What follows belongs to an exercise in optimizing a design on an open flow for small area; a production flow would make more cautious choices. Function was checked by simulation only, so behaviour that the tests miss may differ from the original. In runs 4 and 5 the design's own scripts or RTL, not TritonCTS, make the clock network. The clock input has no modelled driver; a real chip could not lean on it and would need a root buffer or a full tree. Power figures rest on the tool's default switching activity, not on a simulated workload.

## flow/config.mk

```make
export PLATFORM = sky130hd
export DESIGN_NAME = comm_top
export DESIGN_NICKNAME = comm_top
export VERILOG_FILES = /design/flow/design.v
export SDC_FILE = /design/flow/constraint.sdc
export NUM_CORES = 4
export LEC_CHECK = 0
export CAP_MARGIN = 20
export CORE_MARGIN = 2
export CORE_UTILIZATION = 40
export SLEW_MARGIN = 20
```

## flow/constraint.sdc

```tcl
create_clock -name core_clock -period 10.0 [get_ports {sys_clk}]
set_input_delay 2.0000 -clock core_clock [delete_from_list [all_inputs] [get_ports {sys_clk}]]
set_output_delay 2.0000 -clock core_clock [all_outputs]
set_load 0.01 [all_outputs]
```

## flow/design.v

```verilog
`timescale 1ns / 1ps
module comm_top(
  input wire sys_clk,
  input wire sys_clk_rst,
  input wire rst,
  input wire bit_in,
  output wire bit_out,
  output wire [7:0] data_trans,
  output wire [7:0] data_recev
);
  reg [2:0] c5;
  reg [8:0] k;
  always @(posedge sys_clk or posedge sys_clk_rst)
    if (sys_clk_rst) begin
      c5 <= 3'd0;
      k  <= 9'd0;
    end else if (c5[2]) begin
      c5 <= 3'd0;
      k  <= k + 9'd1;
    end else
      c5 <= c5 + 3'd1;
  wire fsk_en = c5[2] & ~k[0];
  wire ps_en  = c5[2] & (k[4:0] == 5'd15);
  wire gen_en = c5[2] & (k == 9'd255);
  reg [7:0] prev;
  reg [3:0] pcnt;
  reg       valid, dout;
  reg [3:0] mcnt;
  reg       wave_h, wave_l;
  assign data_trans = prev + 8'd1;
  wire started = valid | ~&prev;
  wire [2:0] p1 = {prev[7]^prev[6]^prev[5], prev[7]^prev[6]^prev[4], prev[7]^prev[5]^prev[4]};
  wire [2:0] p2 = {prev[3]^prev[2]^prev[1], prev[3]^prev[2]^prev[0], prev[3]^prev[1]^prev[0]};
  wire [15:0] word = {2'b11, prev[7:4], p1, prev[3:0], p2};
  wire tx_bit = word[~pcnt];
  always @(posedge sys_clk or posedge rst)
    if (rst) begin
      prev   <= 8'hFF;
      pcnt   <= 4'd0;
      valid  <= 1'b0;
      dout   <= 1'b0;
      mcnt   <= 4'd0;
      wave_h <= 1'b0;
      wave_l <= 1'b0;
    end else begin
      if (gen_en) prev <= data_trans;
      if (ps_en & started) begin
        valid <= 1'b1;
        dout  <= tx_bit;
        pcnt  <= pcnt + 4'd1;
      end
      if (fsk_en) begin
        if (valid) begin
          wave_h <= ~wave_h;
          if (mcnt == 4'd7) wave_l <= ~wave_l;
          mcnt <= mcnt + 4'd1;
        end else
          mcnt <= 4'd0;
      end
    end
  assign bit_out = dout ? wave_h : wave_l;
  reg       last, dm_out;
  reg [3:0] clknum;
  reg [1:0] zn;
  reg       cb, flag;
  reg [3:0] s;
  reg [7:0] hcd, drecv;
  reg [6:0] sr;
  reg [3:0] hi;
  function [3:0] corr(input [6:0] x);
    reg [2:0] c;
    begin
      c = {x[6]^x[5]^x[4]^x[2], x[6]^x[5]^x[3]^x[1], x[6]^x[4]^x[3]^x[0]};
      corr = x[6:3] ^ {c == 3'b111, c == 3'b110, c == 3'b101, c == 3'b011};
    end
  endfunction
  wire [3:0] nib = corr(sr);
  always @(posedge sys_clk or posedge rst)
    if (rst) begin
      last   <= 1'b0;
      dm_out <= 1'b0;
      clknum <= 4'd0;
      zn     <= 2'd0;
      cb     <= 1'b0;
      flag   <= 1'b0;
      s      <= 4'd0;
      hcd    <= 8'd0;
      drecv  <= 8'd0;
    end else begin
      if (fsk_en) begin
        clknum <= clknum + 4'd1;
        last   <= bit_in;
        if (clknum == 4'd15) begin
          zn     <= 2'd0;
          dm_out <= zn[1];
        end else if ((bit_in != last) && (clknum < 4'd3))
          zn <= zn + 2'd1;
      end
      if (ps_en) begin
        cb   <= dm_out;
        s    <= (s[3:1] == 3'd0 && !cb) ? 4'd0 : s + 4'd1;
        flag <= (s == 4'd15);
        if (flag) hcd <= {hi, nib};
      end
      if (gen_en) drecv <= hcd;
    end
  always @(posedge sys_clk)
    if (ps_en) begin
      sr <= {sr[5:0], cb};
      if (s == 4'd9) hi <= nib;
    end
  assign data_recev = drecv;
endmodule
```

## flow/flow/run.sh

```bash
#!/bin/bash
# Own layout flow: the standard ORFS flow (standard.sh) with these changes:
#  - synthesis maps logic with an area-oriented ABC script (flow/synth_area.tcl),
#  - ports are buffered with the smallest buffer (buf_1),
#  - clock tree built from small clock buffers, without dummy loads.
# All tool output goes to standard.log here; ORFS's per-step logs stay in orfs/logs.
set -euo pipefail
F=$(cd "$(dirname "$0")" && pwd)
bash standard.sh \
  SYNTH_SCRIPT=$F/synth_area.tcl \
  "BUFFER_PORTS_ARGS=-buffer_cell sky130_fd_sc_hd__buf_1" \
  "CTS_ARGS=-sink_clustering_enable -repair_clock_nets -buf_list {sky130_fd_sc_hd__clkbuf_4 sky130_fd_sc_hd__clkbuf_8} -dont_use_dummy_load" \
  finish > standard.log 2>&1
```

## flow/flow/area.abc

```
strash
balance
rewrite
refactor
balance
rewrite
rewrite -z
balance
refactor -z
rewrite -z
balance
balance
rewrite
refactor
balance
rewrite
rewrite -z
balance
refactor -z
rewrite -z
balance
dch -f
amap
topo
```

## flow/flow/synth_area.tcl

```tcl
# The standard flow's synthesis script (synth_recipe.tcl), with one change: Yosys's abc call maps the
# logic with the area-oriented ABC script area.abc beside this file instead of ORFS's
# speed script. Registers are mapped before abc runs, so they are the same as in the
# standard synthesis.
set area_abc_script [file join [file dirname [file normalize [info script]]] area.abc]
proc use_area_abc {name1 name2 op} {
  global abc_args area_abc_script
  set i [lsearch -exact $abc_args -script]
  if { $i >= 0 && [lindex $abc_args [expr {$i + 1}]] ne $area_abc_script } {
    set abc_args [lreplace $abc_args [expr {$i + 1}] [expr {$i + 1}] $area_abc_script]
  }
}
trace add variable ::abc_args write use_area_abc

proc synth {args} { yosys synth -nofsm -noshare {*}$args }
source $::env(SCRIPTS_DIR)/synth.tcl
# left out here: clear keep_hierarchy, flatten, clean up, hide names made inside functions, write 1_2_yosys.v
```

## flow/standard.sh

```bash
#!/bin/bash
# synth_recipe.tcl (not shown) runs the flow's synth.tcl, then flattens the netlist and writes it again
# the make line also repeats each setting of config.mk as NAME=value (left out here)
make -C /OpenROAD-flow-scripts/flow DESIGN_CONFIG=/design/flow/config.mk WORK_HOME=/design/flow/orfs CLKGATE_MAP_FILE= SYNTH_SCRIPT=/design/flow/synth_recipe.tcl "${@:-finish}"
```

==> results of run 1 <==
==> kinds of logic (layout without fill, tap and decap cells) <==
| family | count (synthesis) | in the layout | share of synthesized area, % |
|---|---|---|---|
| flip-flops | 73 | 73 | 58.4 |
| AND/OR/NAND/NOR | 101 | 101 | 13.1 |
| XOR/XNOR | 1 | 1 | 0.271 |
| buffers and inverters | 37 | 67 | 4.29 |
| adder cells (fa/ha/maj) | 12 | 12 | 4.64 |
| AO/OA/AOI/OAI | 95 | 95 | 19.2 |
==> layout make-up <==
class	count	area share [%]
inverters	37	3.89
flip-flops and latches	73	53.0
clock buffers	9	3.47
repair buffers	21	2.31
well taps	102	3.57
multi-input cells	209	33.8
==> layer usage <==
metal	track usage (%)	vias to the layer above	share of wire, %
met5	0	-	0
met4	6.88	0	1.2
met3	4.09	7	2.7
met2	22.1	29	44
met1	20.1	1077	52
li1	-	1195	-
==> layout by cell type (no fill, tap or decap), drive strengths merged, types with 2 or more instances in the layout <==
cell type,synthesis,final
a21oi,26,26
a22oi,2,2
nand2,32,32
a31oi,3,3
clkbuf,0,9
dfrtp,54,54
nand3,4,4
clkinv,37,36
dfstp,8,8
o21ai,21,21
a311oi,3,3
o22a,22,22
nor2,47,47
nor4,4,4
nor2b,4,4
buf,0,21
o22ai,9,9
edfxtp,11,11
nor3,6,6
ha,12,12
==> power by group <==
part           total (uW)  leakage [uW]  switching [uW]  internal (uW)
clock network         173     0.0000647            92.3           80.3
registers             303      0.000868           0.774            302
logic                7.14      0.000514            5.64           1.50
total                 483       0.00145            98.7            384
==> metrics by stage <==
stage	setup slack (ns)	utilization [%]	std cells
after floorplan	6.58	-	319
after global placement	6.35	44.4	442
after detailed placement	6.33	44.4	442
after CTS	5.96	46.0	451
after global routing	5.79	46.0	451
final	5.98	46.0	451
==> worst register-to-register path: cells and delay by family (launching register included) <==
family / cells / cell delay (ns)
AO/OA/AOI/OAI: 1 / 0.12
buffers and inverters: 3 / 0.87
AND/OR/NAND/NOR: 3 / 1.22
flip-flops: 1 / 0.56
==> cells in the mapped netlist <==
cell type and instances:
edfxtp_1 11, clkinv_1 37, nand3_1 4, o221ai_1 1
nor3_1 6, nor4_1 4, dfstp_2 8, o311a_1 1
a22oi_1 2, xor2_1 1, a31oi_1 3, a311oi_1 3
and4_1 1, o22ai_1 9, o31ai_1 1, nand4_1 1
dfrtp_1 54, a21oi_1 26, nor3b_1 1, nor2b_1 4
a22o_1 1, o21ai_0 21, o32ai_1 1, ha_1 12
and3_1 1, nand2_1 32, o32a_1 1, nor2_1 47
a211oi_1 1, o21a_1 1, o211a_1 1, o22a_1 22
==> registers in the layout, indices dropped and copies added, names as in the netlist <==
name and flops:
prev 8, cb 1, s 4, last 1, dm_out 1, mcnt 4, wave_l 1, wave_h 1
k 9, flag 1, dout 1, pcnt 4, clknum 4, sr 7, hi 4, zn 2
c5 3, valid 1, hcd 8, drecv 8
==> worst paths after layout <==
check	endpoint	cells after the start
worst min-delay path	c5[0]	1
worst max-delay path	data_trans[7]	7
min in group asynchronous	k[1]	2
max in group asynchronous	pcnt[0]	3
worst max register to register	wave_l	7
worst min register to register	c5[0]	1
==> metrics.md, run 1 <==
| Metric | Value |
|---|---|
| Total wire length | `a little under 6000 um` |
| Diodes inserted | `0` |
| Number of global-route vias before repair | `between 2k and 2.5k` |
| Final Skew | `about 0.023 ns` |
| Buffer depth of the longest clock path | `2` |
| Critical Path Fanout Max | `5` |
| Post-Synthesis Cells | `between 300 and 400` |
| Initial core utilization | `a little over two fifths` |
| Crit path max-delay family | `simple AND/OR/NAND/NOR gates` |
| Distinct cells, synth | `32` |
| Rows | `32` |
| Register area | `1890 sq um` |
| Gr ovfl total | `0` |
| Sequential area share after synthesis | `between 50% and 60%` |
| Fin nets | `367` |
| Die X | `roughly 94 um` |
| Top cells by area, synth | `dfrtp_1 (42%), edfxtp_1 (10%), dfstp_2 (6.5%), o22a_1 (6.0%), nor2_1 (5.4%)` |
| Finished Cell Area | `3570 sq um` |
| Final period utilization | `between 40% and 50%` |
| Final setup violating endpoints | `0` |
| Static Leak | `about 0.0014 uW` |
| Hold_buf cts | `0` |
| Share of cells above drive strength 1 | `5.44%` |
| Placed cell areas | `about 3400 sq um` |
| Clock sinks | `73` |
| Setup bufs post-CTS | `0` |
| Hold Path Class | `flip-flop to flip-flop` |
| Hpwl dp | `between 4000 and 5000 um` |
| Pwr dens | `between 100 and 150 nW/um^2` |
| Final max-slew violation count | `0` |
| Number of detailed-route iterations in the first pass | `4` |
| Reg2reg start | `c5[2]` |
| Post_cts resized | `0` |
| Clock transition at the registers of the reported paths | `around 0.060 ns` |
| Core area | `between 7000 and 8000 sq um` |
| DR vias | `2308` |
| Clk latency of the worst-skew pair | `~0.35 ns` |
| Bufs and invs on worst path | `2` |
| Yosys reg bits | `between 70 and 80` |
| Antenna Nets Post-Route | `0` |
| Yosys warns | `1` |
| Setup_tns | `0 ns` |
| GRT Resource Usage Total | `about 15%` |
| CTS buffer count | `9` |
| Reg2Reg Setup Slack | `between 7 and 8 ns` |
| GPL Wtd Cong | `a little under 0.8` |
| Data required time at the worst endpoint | `8.00 ns` |
| F_max | `~250 MHz` |
| Input/output buffers | `20` |
| Min-delay src | `c5[0]` |
| Cell Area, Synth | `3240 sq um` |
| CTS tree | `done` |
| Multi-input gate area | `~1200 sq um` |
| Ports | `21` |
| Synth Net Count | `approximately 340` |
| CP peak stage delay | `between 0.5 and 0.6 ns` |
| Worst setup EP type | `primary output` |
| Slowest cell on crit path | `dfstp_2` |
| Max H-tree Level | `3` |
| Yosys top cell by area | `dfrtp_1` |
| DRC viols | `0` |
| Die H | `roughly 94 um` |
| WP data arrival | `around 2 ns` |
| MaxCap Viol Count | `0` |
| Vias per std cell | `roughly 5.1` |
| Rel. slew slack | `50.4%` |
| Fin crit period | `4.02 ns` |
| Pin count of the biggest net entering global routing | `51` |
| First-pass GRT wire length | `about 10000 um` |
| Starting DRC count in detailed routing | `74` |
| Area grow syn2layout | `10.3%` |
| Type of the worst setup path | `flip-flop to primary output` |
| Peak VDD IR | `approximately 0.000061 V` |
| Die ar. | `a little under 9000 sq um` |
| Root Driver | `clkbuf_8` |
| Top cell type's share of synthesized area | `41.7%` |
| Initial antenna violation count | `0` |
| Total power | `483 uW` |
| Final hold viol count | `0` |
| RSZ-0062 raised after global routing | `false` |
| FILL cells | `between 700 and 800` |
| Status | `finished clean` |
| Crit-path cells | `clkinv_1 -> nor3_1 -> nand2_1 -> nor3_1 -> nand2_1 -> o21ai_0 -> buf_1` |
| Min Hold Slack | `between 0.4 and 0.5 ns` |
| Synthesized area per cell | `10.2 sq um` |
| Routed wire per std cell | `around 13 um` |
| Startpoint Class | `flip-flop` |
| Setup crit start | `prev[0]` |
| Worst-Margin Slew | `about 0.74 ns` |
==> inputs of run 2 (changes only) <==
--- a/flow/design.v
+++ b/flow/design.v
@@ -27,4 +27,3 @@
   reg       valid, dout;
-  reg [3:0] mcnt;
-  reg       wave_h, wave_l;
+  reg [4:0] m;
   assign data_trans = prev + 8'd1;
@@ -41,5 +40,3 @@
       dout   <= 1'b0;
-      mcnt   <= 4'd0;
-      wave_h <= 1'b0;
-      wave_l <= 1'b0;
+      m      <= 5'd8;
     end else begin
@@ -51,12 +48,5 @@
       end
-      if (fsk_en) begin
-        if (valid) begin
-          wave_h <= ~wave_h;
-          if (mcnt == 4'd7) wave_l <= ~wave_l;
-          mcnt <= mcnt + 4'd1;
-        end else
-          mcnt <= 4'd0;
-      end
+      if (fsk_en & valid) m <= m + 5'd1;
     end
-  assign bit_out = dout ? wave_h : wave_l;
+  assign bit_out = dout ? m[0] : m[4];
   reg       last, dm_out;
==> flow/flow/run.sh (replaced) <==
#!/bin/bash
# Own layout flow: the standard ORFS flow (standard.sh) with these changes:
#  - synthesis maps logic with an area-oriented ABC script (flow/synth_area.tcl),
#  - ports are buffered with the smallest buffer (buf_1),
#  - the clock tree is one clock buffer driving all registers (flow/clock_buffer.tcl).
# All tool output goes to standard.log here; ORFS's per-step logs stay in orfs/logs.
set -euo pipefail
F=$(cd "$(dirname "$0")" && pwd)
export CLOCK_BUFFER_CELL=${CLOCK_BUFFER_CELL:-sky130_fd_sc_hd__clkbuf_16}
bash standard.sh \
  SYNTH_SCRIPT=$F/synth_area.tcl \
  "BUFFER_PORTS_ARGS=-buffer_cell sky130_fd_sc_hd__buf_1" \
  PRE_CTS_TCL=$F/clock_buffer.tcl \
  finish > standard.log 2>&1
==> flow/flow/clock_buffer.tcl (new file) <==
# PRE_CTS_TCL hook: the clock tree is one clock buffer, placed at the centre of the
# registers, that drives every register's clock pin. clock_tree_synthesis is then a
# no-op for the rest of cts.tcl, which goes on to legalise, repair timing and save.
set cell $::env(CLOCK_BUFFER_CELL)
set block [ord::get_db_block]
set dbu [$block getDbUnitsPerMicron]
set clk_net [$block findNet sys_clk]
set sx 0.0
set sy 0.0
set n 0
foreach it [$clk_net getITerms] {
  set box [[$it getInst] getBBox]
  set sx [expr {$sx + ([$box xMin] + [$box xMax]) / 2.0}]
  set sy [expr {$sy + ([$box yMin] + [$box yMax]) / 2.0}]
  incr n
}
set x [expr {$sx / $n / $dbu}]
set y [expr {$sy / $n / $dbu}]
puts "clock buffer: $cell at ($x, $y) driving $n clock pins"
insert_buffer -buffer_cell $cell -net sys_clk -location [list $x $y] \
  -buffer_name clkbuf_root -net_name sys_clk_buf
[$block findNet sys_clk_buf] setSigType CLOCK
proc clock_tree_synthesis {args} { puts "clock_tree_synthesis skipped: one clock buffer inserted" }
==> run 2 against run 1 <==
Against the previous run: the run now fails in clock tree synthesis (4_1_cts); synthesized cell count up 0.94%; area after synthesis down 0.54%.
==> metrics.md, run 2 <==
| Metric | Value |
|---|---|
| Most frequent cells after synthesis | `dfrtp_1 (52), nor2_1 (52), clkinv_1 (46)` |
| Ys flop type | `dfrtp_1` |
| Top cells by area, synth | `dfrtp_1 (40%), edfxtp_1 (10%), dfstp_2 (7.3%), nor2_1 (6.1%), clkinv_1 (5.4%)` |
| Synthesized area per cell | `10.0 sq um (-1.5%)` |
| Ports | `21 (unchanged)` |
| Initial core utilization | `41.5% (-0.23 points)` |
| Yosys top cell by area | `dfrtp_1` |
| Die X | `93.7 um (-0.26%)` |
| Number of synthesized flops with an enable pin | `11 (unchanged)` |
| Rows | `32 (unchanged)` |
| Top cell type's share of synthesized area | `40.4% (-1.3 points)` |
| Yosys reg bits | `72 (-1.4%)` |
| Failing step | `clock tree synthesis (4_1_cts)` |
| Status | `did not finish` |
| Async SR Flop Fraction | `84.7% (-0.21 points)` |
| Yosys warns | `1 (unchanged)` |
| Input/output buffers | `20 (unchanged)` |
| Die H | `93.7 um (-0.26%)` |
| Distinct cells, synth | `30 (-6.3%)` |
| Run Error | `Error: cts.tcl, 6 invalid command name "NULL"` |
| Hpwl dp | `4060 um (+0.75%)` |
| Placed instance count | `444 (+0.45%)` |
| Synth Net Count | `338 (+0.90%)` |
| Sequential area share after synthesis | `58.0% (-0.42 points)` |
| GPL Wtd Cong | `0.860 (+9.6%)` |
| Cell Area, Synth | `3220 sq um (-0.54%)` |
| Post-Synthesis Cells | `322 (+0.94%)` |
==> run 2: cell types whose count changed after synthesis, moves of 2 or more <==
cell	change
clkinv_1	+9
nand2_1	-7
nor2_1	+5
o21ai_0	-5
a21oi_1	+3
o22a_1	-3
a311oi_1	-2
dfrtp_1	-2
nor4_1	+2
o22ai_1	+2
==> run 2: kinds of logic after synthesis <==
kind of cell,synth area share (%)
adder cells (fa/ha/maj),4.66
flip-flops,58.0
XOR/XNOR,0.272
buffers and inverters,5.36
AND/OR/NAND/NOR,12.7
AO/OA/AOI/OAI,19.0
==> run 2: worst max-delay path by stage <==
stage	endpoint	cells past startpoint	slack [ns]
after global placement	data_trans[7]	9	6.34
after detailed placement	data_trans[7]	9	6.31
after floorplan	data_trans[7]	8	6.52
==> run 2: power by group through the flow <==
| stage | clock (uW) | combinational, uW | sequential (uW) |
|---|---|---|---|
| after detailed placement | 0 | 7.41 | 304 |
| after global placement | 0 | 7.17 | 304 |
| after floorplan | 0 | 4.98 | 304 |
==> run 2: stage by stage <==
step                      hold WS, ns  cell area (sq um)  total power [uW]  setup slack (ns)  util [%]
after floorplan                 0.403               3220               309              6.52         -
after global placement          0.415               3420               311              6.34      44.1
after detailed placement        0.448               3420               312              6.31      44.1
==> inputs of run 3 (changes only) <==
--- a/flow/flow/clock_buffer.tcl
+++ b/flow/flow/clock_buffer.tcl
@@ -21,3 +21,5 @@
   -buffer_name clkbuf_root -net_name sys_clk_buf
-[$block findNet sys_clk_buf] setSigType CLOCK
+set buf_net [[[$block findInst clkbuf_root] findITerm X] getNet]
+$buf_net setSigType CLOCK
+puts "clock buffer output net: [$buf_net getName]"
 proc clock_tree_synthesis {args} { puts "clock_tree_synthesis skipped: one clock buffer inserted" }
==> run 3 against run 2 <==
Against the previous run: the flow again stops in clock tree synthesis (4_1_cts); synthesized cell count stayed put; area after synthesis is the same.
==> metrics.md, run 3 <==
| Metric | Value |
|---|---|
| Yosys warns | `1 (unchanged)` |
| Die X | `93.7 um (unchanged)` |
| Number of synthesized flops with an enable pin | `11 (unchanged)` |
| Input/output buffers | `20 (unchanged)` |
| Yosys top cell by area | `dfrtp_1` |
| Most frequent cells after synthesis | `dfrtp_1 (52), nor2_1 (52), clkinv_1 (46)` |
| Post-synthesis adder-cell area fraction | `4.66% (unchanged)` |
| Distinct cells, synth | `30 (unchanged)` |
| Synthesized area per cell | `10.0 sq um (unchanged)` |
| Sequential area share after synthesis | `58.0% (unchanged)` |
| Status | `did not finish` |
| Die H | `93.7 um (unchanged)` |
| Run Error | `Error: cts.tcl, 6 invalid command name "NULL"` |
| Top cells by area, synth | `dfrtp_1 (40%), edfxtp_1 (10%), dfstp_2 (7.3%), nor2_1 (6.1%), clkinv_1 (5.4%)` |
| Synth Area in Compound Gates | `19.0% (unchanged)` |
| Failing step | `clock tree synthesis (4_1_cts)` |
| Async SR Flop Fraction | `84.7% (unchanged)` |
| Hpwl dp | `4060 um (unchanged)` |
| Largest family of logic cells by synthesized area | `compound AO/OA/AOI/OAI gates` |
| Top cell type's share of synthesized area | `40.4% (unchanged)` |
| Ports | `21 (unchanged)` |
| Synth Net Count | `338 (unchanged)` |
| Post-Synth XOR/XNOR Area | `0.272% (unchanged)` |
| Placed cell areas | `3420 sq um (unchanged)` |
| Post-Synth Simple-Gate Area | `12.7% (unchanged)` |
| Ys flop type | `dfrtp_1` |
| GPL Wtd Cong | `0.860 (unchanged)` |
| Post-synthesis mux area share | `0% (unchanged)` |
| Yosys reg bits | `72 (unchanged)` |
| Cell Area, Synth | `3220 sq um (unchanged)` |
| Initial core utilization | `41.5% (unchanged)` |
| Rows | `32 (unchanged)` |
| Post-Synthesis Cells | `322 (unchanged)` |
## run 3: cell counts after synthesis
No cell type changed its count.
## run 3: cell families after synthesis
| group | Yosys count |
|---|---|
| adders and majority gates | 12 |
| DFF | 72 |
| AOI/OAI and AO/OA | 93 |
| xor gates and xnor gates | 1 |
| buffers and inverters | 46 |
| and+or+nand+nor | 98 |
## run 3: how the worst min path moves through the flow
stage	from	end	cells after the start
floorplan	c5[0]	c5[0]	1
global placement	c5[0]	c5[0]	1
detailed placement	c5[0]	c5[0]	1
## run 3: through the flow
step	setup WS [ns]	std cells	hold slack, ns	total power (uW)
after detailed placement	6.31	444	0.448	312
after floorplan	6.52	322	0.403	309
after global placement	6.34	444	0.415	311
## run 3: power by group through the flow
stage	registers, uW	logic (uW)	clock network (uW)
2_1_floorplan	304	4.98	0
3_5_place_dp	304	7.41	0
3_3_place_gp	304	7.17	0
==> inputs of run 4 (changes only) <==
--- a/flow/flow/run.sh
+++ b/flow/flow/run.sh
@@ -4,3 +4,4 @@
 #  - ports are buffered with the smallest buffer (buf_1),
-#  - the clock tree is one clock buffer driving all registers (flow/clock_buffer.tcl).
+#  - the clock tree is a few clock buffers, each driving a group of nearby registers
+#    (flow/clock_buffer.tcl).
 # All tool output goes to standard.log here; ORFS's per-step logs stay in orfs/logs.
@@ -8,3 +9,4 @@
 F=$(cd "$(dirname "$0")" && pwd)
-export CLOCK_BUFFER_CELL=${CLOCK_BUFFER_CELL:-sky130_fd_sc_hd__clkbuf_16}
+export CLOCK_BUFFER_CELL=${CLOCK_BUFFER_CELL:-sky130_fd_sc_hd__clkbuf_8}
+export CLOCK_GROUPS=${CLOCK_GROUPS:-4}
 bash standard.sh \
==> flow/flow/clock_buffer.tcl (replaced) <==
# PRE_CTS_TCL hook: a small clock tree built by hand. The registers are split into
# CLOCK_GROUPS groups by position (halves in x, then halves in y), and each group's
# clock pins are driven by one CLOCK_BUFFER_CELL placed at the group's centre; the
# clock port drives only these buffers. clock_tree_synthesis is then a no-op for the
# rest of cts.tcl, which goes on to legalise, repair timing and save.
set cell $::env(CLOCK_BUFFER_CELL)
set groups $::env(CLOCK_GROUPS)
set block [ord::get_db_block]
set dbu [$block getDbUnitsPerMicron]
set clk_net [$block findNet sys_clk]

set sinks {}
foreach it [$clk_net getITerms] {
  set inst [$it getInst]
  set box [$inst getBBox]
  lappend sinks [list [expr {([$box xMin] + [$box xMax]) / 2.0 / $dbu}] \
    [expr {([$box yMin] + [$box yMax]) / 2.0 / $dbu}] \
    "[$inst getName]/[[$it getMTerm] getName]"]
}

# split a list of sinks in two halves along coordinate index k
proc halves {sinks k} {
  set s [lsort -real -index $k $sinks]
  set h [expr {[llength $s] / 2}]
  return [list [lrange $s 0 [expr {$h - 1}]] [lrange $s $h end]]
}
set parts [list $sinks]
set k 0
while { [llength $parts] < $groups } {
  set next {}
  foreach p $parts { lappend next {*}[halves $p $k] }
  set parts $next
  set k [expr {1 - $k}]
}

set i 0
foreach p $parts {
  set sx 0.0
  set sy 0.0
  set pins {}
  foreach s $p {
    set sx [expr {$sx + [lindex $s 0]}]
    set sy [expr {$sy + [lindex $s 1]}]
    lappend pins [get_pins [lindex $s 2]]
  }
  set x [expr {$sx / [llength $p]}]
  set y [expr {$sy / [llength $p]}]
  puts "clock buffer $i: $cell at ($x, $y) driving [llength $p] clock pins"
  insert_buffer -buffer_cell $cell -net sys_clk -load_pins $pins -location [list $x $y] \
    -buffer_name clkbuf_$i -net_name sys_clk_$i
  incr i
}
foreach it [$clk_net getITerms] {
  set buf_net [[[$it getInst] findITerm X] getNet]
  $buf_net setSigType CLOCK
  puts "clock buffer [[$it getInst] getName] drives net [$buf_net getName] with [expr {[llength [$buf_net getITerms]] - 1}] pins"
}
proc clock_tree_synthesis {args} { puts "clock_tree_synthesis skipped: clock buffers inserted by hand" }
==> run 4 against run 3 <==
Against the previous run: the run now finishes clean; area after synthesis is the same; synthesized cell count is the same.
==> metrics.md, run 4 <==
| Metric | Value |
|---|---|
| Cell Area, Synth | `3220 sq um (unchanged)` |
| Startpoint Class | `flip-flop` |
| Input/output buffers | `20 (unchanged)` |
| Distinct cells, synth | `30 (unchanged)` |
| Initial core utilization | `41.5% (unchanged)` |
| Number of synthesized flops with an enable pin | `11 (unchanged)` |
| Hold Path Class | `flip-flop to flip-flop` |
| GRT Resource Usage Total | `13.8%` |
| Worst slack at placement | `6.31 ns (unchanged)` |
| Placed instance count | `444 (unchanged)` |
| WP data arrival | `between 1.5 and 2 ns` |
| Max FFs per register | `9` |
| Antenna Nets Post-Route | `0` |
| Final max-slew violation count | `0` |
| Peak VDD IR | `approximately 0.000055 V` |
| Synth Net Count | `338 (unchanged)` |
| Die X | `93.7 um (unchanged)` |
| Data required time at the worst endpoint | `approximately 8 ns` |
| Register area | `roughly 1900 sq um` |
| Yosys reg bits | `72 (unchanged)` |
| Share of cells above drive strength 1 | `approximately 4%` |
| Met3 wire len | `~200 um` |
| MaxCap Viol Count | `0` |
| Final WS setup | `around 6.1 ns` |
| Gate power share | `1.6%` |
| Rows | `32 (unchanged)` |
| Pwr dens | `119 nW/um^2` |
| Type of the worst setup path | `flip-flop to primary output` |
| Min Hold Slack | `~0.45 ns` |
| Switching Fraction | `between 10% and 20%` |
| Initial antenna violation count | `0` |
| Multi-input gate area | `~1200 sq um` |
| Setup_tns | `0 ns` |
| Top cells by area, synth | `dfrtp_1 (40%), edfxtp_1 (10%), dfstp_2 (7.3%), nor2_1 (6.1%), clkinv_1 (5.4%)` |
| Ports | `21 (unchanged)` |
| Diodes inserted | `0` |
| Hpwl dp | `4060 um (unchanged)` |
| F_max | `255 MHz` |
| Worst-Margin Slew | `0.833 ns` |
| Die H | `93.7 um (unchanged)` |
| Starting DRC count in detailed routing | `47` |
| Pin count of the biggest net entering global routing | `50` |
| Top reg by flops | `k` |
| First-pass GRT wire length | `slightly above 10000 um` |
| DRC viols | `0` |
| Synthesized area per cell | `10.0 sq um (unchanged)` |
| Critical Path Fanout Max | `5` |
| Static Leak | `0.00139 uW` |
| FILL cells | `between 700 and 800` |
| Seq pwr share | `71.9%` |
| Post-Synthesis Cells | `322 (unchanged)` |
| Most frequent cells after synthesis | `dfrtp_1 (52), nor2_1 (52), clkinv_1 (46)` |
| Worst setup EP type | `primary output` |
| Final setup violating endpoints | `0` |
| Status | `finished clean` |
| GPL Wtd Cong | `0.860 (unchanged)` |
| Post_cts resized | `0` |
| Final period utilization | `between 30% and 40%` |
| Sequential area share after synthesis | `58.0% (unchanged)` |
| Setup bufs post-CTS | `0` |
| Fin nets | `364` |
| Clk latency of the worst-skew pair | `around 0.17 ns` |
| Yosys warns | `1 (unchanged)` |
| Commonest non-fill, non-tap cells in the layout | `nor2_1 (52), dfrtp_1 (52), clkinv_1 (45)` |
| Psw | `between 70 and 80 uW` |
| Top cell type's share of synthesized area | `40.4% (unchanged)` |
| Clock transition at the registers of the reported paths | `0.11 ns` |
| RSZ-0062 raised after global routing | `false` |
| Met2 wire length | `2430 um` |
| Vias per std cell | `just over 5` |
| Final hold viol count | `0` |
| Fin crit period | `approximately 3.9 ns` |
| DR top layer | `met4` |
| DR vias | `roughly 2.3k` |
| Number of global-route vias before repair | `approximately 2.3k` |
| M1 WL | `between 2000 and 3000 um` |
| Yosys top cell by area | `dfrtp_1` |
| Total wire length | `5640 um` |
| Area grow syn2layout | `8.04%` |
| Clock Power Share | `between 20% and 30%` |
| Gr ovfl total | `0` |
| Final std cells w/o fill | `around 450` |
| Number of detailed-route iterations in the first pass | `4` |
| Routed wire per std cell | `12.6 um` |
| Int Pwr | `around 340 uW` |
| Rel. slew slack | `between 40 and 50%` |
| Hold_buf cts | `0` |
| Ys flop type | `dfrtp_1` |
| Core area | `just under 8000 sq um` |
| Die ar. | `~9000 sq um` |
| Final Skew | `between 0.01 and 0.015 ns` |
| Async SR Flop Fraction | `84.7% (unchanged)` |
[run 4: power by group through the flow]
stage | Combinational, uW | Clock [uW] | Sequential [uW]
final | 6.78 | 110 | 299
after global routing | 8.25 | 125 | 299
after CTS | 7.42 | 80.1 | 304
after detailed placement | 7.41 | 0 | 304
after global placement | 7.17 | 0 | 304
after floorplan | 4.98 | 0 | 304
[run 4: path summary, 6_finish.rpt]
kind,from,endpoint,slack (ns),cells after the start
worst max-delay path,prev[1],data_trans[7],6.08,9
worst min-delay path,c5[0],c5[0],0.45,1
worst max register to register,c5[2],m[3],7.32,8
worst min register to register,c5[0],c5[0],0.45,1
max in group asynchronous,rst,drecv[4],7.56,2
min in group asynchronous,sys_clk_rst,k[7],1.73,2
[run 4: layout make-up, clock buffers not listed]
type                            count  share of cell area [%]
Timing Repair Buffer               20                    2.16
Multi-Input combinational cell    204                    33.9
Sequential cell                    72                    53.7
Inverter                           46                    5.00
Tap cell                          102                    3.67
[run 4: critical path, stage by stage (launching register included)]
cell and delay (ns):
dfstp_2 0.59, clkinv_1 0.12, nor3_1 0.25, nand2_1 0.10, nor2_1 0.14, clkinv_1 0.10, nor2_1 0.12, nand2_1 0.06
o21ai_0 0.10, buf_1 0.18
[run 4: through the flow]
stage          total power (uW)  area [sq um]  util (%)
2_1_floorplan               309          3220         -
3_3_place_gp                311          3420      44.1
5_1_grt                     432          3480      44.8
6_report                    415          3480      44.8
4_1_cts                     392          3480      44.8
3_5_place_dp                312          3420      44.1
[run 4: cell families after synthesis]
logic type,after synthesis,share of synthesized area (%)
xor gates and xnor gates,1,0.272
and+or+nand+nor,98,12.7
AOI/OAI and AO/OA,93,19.0
adders and majority gates,12,4.66
buffers and inverters,46,5.36
DFF,72,58.0
[run 4: routing by layer]
layer  vias to the layer above  GRT usage (%)
met5                         -              0
met4                         0           1.57
met3                         7           1.28
met2                        24           23.6
met1                      1065           19.9
li1                       1189              -
==> inputs of run 5 (changes only) <==
--- a/flow/design.v
+++ b/flow/design.v
@@ -24,3 +24,4 @@
   wire gen_en = c5[2] & (k == 9'd255);
-  reg [7:0] prev;
+  reg [7:0] nprev;                  
+  wire [7:0] prev = ~nprev;
   reg [3:0] pcnt;
@@ -28,4 +29,4 @@
   reg [4:0] m;
-  assign data_trans = prev + 8'd1;
-  wire started = valid | ~&prev;
+  assign data_trans = 8'd0 - nprev;
+  wire started = valid | (|nprev);
   wire [2:0] p1 = {prev[7]^prev[6]^prev[5], prev[7]^prev[6]^prev[4], prev[7]^prev[5]^prev[4]};
@@ -36,3 +37,3 @@
     if (rst) begin
-      prev   <= 8'hFF;
+      nprev  <= 8'd0;
       pcnt   <= 4'd0;
@@ -42,3 +43,3 @@
     end else begin
-      if (gen_en) prev <= data_trans;
+      if (gen_en) nprev <= nprev - 8'd1;
       if (ps_en & started) begin
@@ -86,3 +87,3 @@
         end else if ((bit_in != last) && (clknum < 4'd3))
-          zn <= zn + 2'd1;
+          zn <= {zn[1] | zn[0], 1'b1};
       end
--- a/flow/flow/run.sh
+++ b/flow/flow/run.sh
@@ -3,2 +3,3 @@
 #  - synthesis maps logic with an area-oriented ABC script (flow/synth_area.tcl),
+#    and leaves adders to ABC instead of mapping them to half/full-adder cells,
 #  - ports are buffered with the smallest buffer (buf_1),
@@ -15,2 +16,3 @@
   PRE_CTS_TCL=$F/clock_buffer.tcl \
+  ADDER_MAP_FILE= \
   finish > standard.log 2>&1
==> run 5 against run 4 <==
Against the previous run: still clean on timing, DRC and antenna; routed wire length fell by 9.3%; maximum frequency is 0.61% higher; worst hold slack better by 0.011 ns.
==> metrics.md, run 5 <==
| Metric | Value |
|---|---|
| Status | `finished clean` |
| Top cell type's share of synthesized area | `50.3% (+9.9 points)` |
| Hpwl dp | `3680 um (-9.6%)` |
| Post-Synth XOR/XNOR Area | `0.293% (+0.021 points)` |
| Int Pwr | `335 uW (-0.52%)` |
| Starting DRC count in detailed routing | `63 (+34%)` |
| Top reg by flops | `k` |
| M1 GR Usage | `17.7% (-2.2 points)` |
| Setup bufs post-CTS | `0 (unchanged)` |
| Area grow syn2layout | `8.55%` |
| Sequential area share after synthesis | `62.2% (+4.2 points)` |
| Max FFs per register | `9 (unchanged)` |
| Startpoint Class | `flip-flop` |
| Hold_buf cts | `0 (unchanged)` |
| Final WS setup | `6.11 ns (+0.0237 ns)` |
| Die H | `90.4 um (-3.5%)` |
| Number of detailed-route iterations in the first pass | `4 (unchanged)` |
| Initial core utilization | `41.2% (-0.29 points)` |
| First-pass GRT wire length | `8850 um (-14%)` |
| Clock Power Share | `26.6% (about the same)` |
| Final setup violating endpoints | `0 (unchanged)` |
| MaxCap Viol Count | `0 (unchanged)` |
| Gate power share | `1.4% (-0.2 points)` |
| Final max-slew violation count | `0 (unchanged)` |
| GRT met2 Usage | `21.6% (-2.0 points)` |
| Hold Path Class | `flip-flop to flip-flop` |
| Peak VDD IR | `0.0000553 V (+1.0%)` |
| Pwr dens | `127 nW/um^2 (+6.5%)` |
| Number of synthesized flops with an enable pin | `11 (unchanged)` |
| Post-Synthesis Cells | `294 (-8.7%)` |
| Static Leak | `0.00139 uW (+0.65%)` |
| Diodes inserted | `0 (unchanged)` |
| Commonest non-fill, non-tap cells in the layout | `dfrtp_1 (60), nor2_1 (49), clkinv_1 (37)` |
| Fin nets | `324 (-11%)` |
| Share of cells above drive strength 1 | `2.20% (-1.8 points)` |
| Final Skew | `0.0103 ns (-0.00244 ns)` |
| Pin count of the biggest net entering global routing | `50 (unchanged)` |
| Fin crit period | `3.89 ns (-0.0237 ns)` |
| Synthesized area per cell | `10.2 sq um (+1.6%)` |
| Top cells by area, synth | `dfrtp_1 (50%), edfxtp_1 (11%), nor2_1 (6.2%), o22a_1 (5.9%), clkinv_1 (4.8%)` |
| Clock transition at the registers of the reported paths | `0.11 ns (about the same)` |
| Core area | `7250 sq um (-6.6%)` |
| Critical Path Fanout Max | `5 (unchanged)` |
| GRT Resource Usage Total | `12.5% (-1.4 points)` |
| Async SR Flop Fraction | `84.7% (unchanged)` |
| Ports | `21 (unchanged)` |
| Worst-Margin Slew | `1.02 ns (+0.190 ns)` |
| Cell Area, Synth | `2990 sq um (-7.3%)` |
| Post-synthesis mux area share | `0% (unchanged)` |
| Die X | `90.4 um (-3.5%)` |
| DRC viols | `0 (unchanged)` |
| Vias per std cell | `4.97 (-2.6%)` |
| Gr ovfl total | `0 (unchanged)` |
| Setup_tns | `0 ns (unchanged)` |
| Type of the worst setup path | `flip-flop to primary output` |
| Commonest non-fill, non-tap cell in the layout | `dfrtp_1` |
| Final hold viol count | `0 (unchanged)` |
| Worst setup EP type | `primary output` |
| Psw | `77.6 uW (-1.8%)` |
| Most frequent cell after synthesis | `dfrtp_1` |
| Yosys top cell by area | `dfrtp_1` |
| Switching Fraction | `18.8% (-0.20 points)` |
| Post_cts resized | `0 (unchanged)` |
| Yosys warns | `1 (unchanged)` |
| Seq pwr share | `72.0% (about the same)` |
| Total wire length | `5120 um (-9.3%)` |
| Post-synthesis adder-cell area fraction | `0% (-4.7 points)` |
| Most frequent cells after synthesis | `dfrtp_1 (60), nor2_1 (49), clkinv_1 (38)` |
| Die ar. | `8170 sq um (-7.0%)` |
| Ys flop type | `dfrtp_1` |
| Routed wire per std cell | `12.3 um (-2.5%)` |
| Antenna Nets Post-Route | `0 (unchanged)` |
| Clk latency of the worst-skew pair | `0.17 ns (about the same)` |
| RSZ-0062 raised after global routing | `false` |
| Synth Net Count | `298 (-12%)` |
| Yosys reg bits | `72 (unchanged)` |
| Input/output buffers | `20 (unchanged)` |
| Number of global-route vias before repair | `1899 (-17%)` |
| Final period utilization | `38.9% (-0.24 points)` |
| Grt met3 use | `1.34% (+0.051 points)` |
| Grt peak-use layer | `met2` |
| F_max | `257 MHz (+0.61%)` |
| DR vias | `2071 (-9.4%)` |
| Synth Area in Compound Gates | `19.1% (+0.14 points)` |
| Post-Synth Simple-Gate Area | `13.4% (+0.62 points)` |
| Distinct cells, synth | `25 (-17%)` |
| GPL Wtd Cong | `0.814 (-5.4%)` |
| Data required time at the worst endpoint | `8.00 ns (about the same)` |
| WP data arrival | `1.89 ns (-0.03 ns)` |
| Worst slack at placement | `6.32 ns (+0.0165 ns)` |
| Rows | `31 (-3.1%)` |
| Initial antenna violation count | `0 (unchanged)` |
| Largest family of logic cells by synthesized area | `compound AO/OA/AOI/OAI gates` |
| Rel. slew slack | `31.6% (-13 points)` |
==> run 5: power groups by stage <==
stage / logic (uW) / clock network [uW] / registers [uW]
finish: 5.87 / 110 / 297
global route: 6.98 / 125 / 297
CTS: 6.34 / 80.1 / 303
detailed placement: 6.31 / 0 / 303
global placement: 6.28 / 0 / 303
floorplan: 4.14 / 0 / 303
==> run 5: logic make-up (layout without fill, tap and decap cells) <==
family,count (synthesis),after routing
buffers and inverters,39,63
xor gates and xnor gates,1,1
and+or+nand+nor,94,94
AOI/OAI and AO/OA,88,88
DFF,72,72
==> run 5: area by class of cell, clock buffers not listed <==
class / instances / area (sq um)
Sequential cell: 72 / 1860
Multi-Input combinational cell: 183 / 978
Timing Repair Buffer: 21 / 82.6
Fill cell: 694 / 4010
Inverter: 38 / 144
Tap cell: 99 / 124
==> run 5: stage by stage <==
stage	total power (uW)	instance area (sq um)	instances	hold WS (ns)	utilization (%)
2_1_floorplan	307	2990	294	0.426	-
3_3_place_gp	309	3190	413	0.441	43.9
3_5_place_dp	309	3190	413	0.452	43.9
4_1_cts	389	3240	417	0.453	44.7
5_1_grt	429	3240	417	0.501	44.7
6_report	412	3240	417	0.463	44.7
==> run 5: final timing paths <==
kind | endpoint | slack, ns | from | cells past startpoint
worst max-delay path | data_trans[7] | 6.11 | nprev[0] | 10
worst min-delay path | c5[0] | 0.46 | c5[0] | 1
worst max register to register | nprev[3] | 6.40 | c5[2] | 12
worst min register to register | c5[0] | 0.46 | c5[0] | 1
max in group asynchronous | s[1] | 7.55 | rst | 2
min in group asynchronous | k[7] | 1.74 | sys_clk_rst | 2
==> run 5: worst max-delay path, stage by stage (launching register included) <==
cell and delay (ns):
dfrtp_1 0.43, clkinv_1 0.10, nand2_1 0.12, nor3_1 0.29, nand2_1 0.13, clkinv_1 0.08, nand2_1 0.07, nor2_1 0.16
nand2_1 0.09, o21a_1 0.13, buf_1 0.13
==> run 5: routing by layer <==
metal / part of all wire, % / vias up
met5: 0 / -
met4: 1.0 / 0
met3: 2.8 / 4
met2: 46 / 22
met1: 50 / 959
li1: - / 1086

[what the ideal ports hide]
The flow's constraints put no driver on any port. The routed layouts listed below were extracted and timed again, unchanged, in two steps.
Step 1, drivers: a clkbuf_16 drives sys_clk and a buf_2 each remaining input, both assumed.
Step 2 adds t to the input delays and takes it off the output delays; t is the mean of the earliest and latest rising clock arrival at the registers after step 1. Input paths then give back, and output paths get back, about the clock's delay inside the block.
Slacks: ideal / step 1 / step 2; pairs: ideal / step 1.
run	shift t [ns]	slack for setup (ns)	latest minus earliest clock arrival (ns)	worst slew at a driven data input, ns
run 1	0.363	5.985 / 5.956 / 6.319	0.023 / 0.023	0.03
run 4	0.227	6.084 / 6.019 / 6.246	0.014 / 0.014	0.03
run 5	0.221	6.108 / 6.048 / 6.269	0.010 / 0.010	0.03
After both steps setup and hold are still met in every run listed.
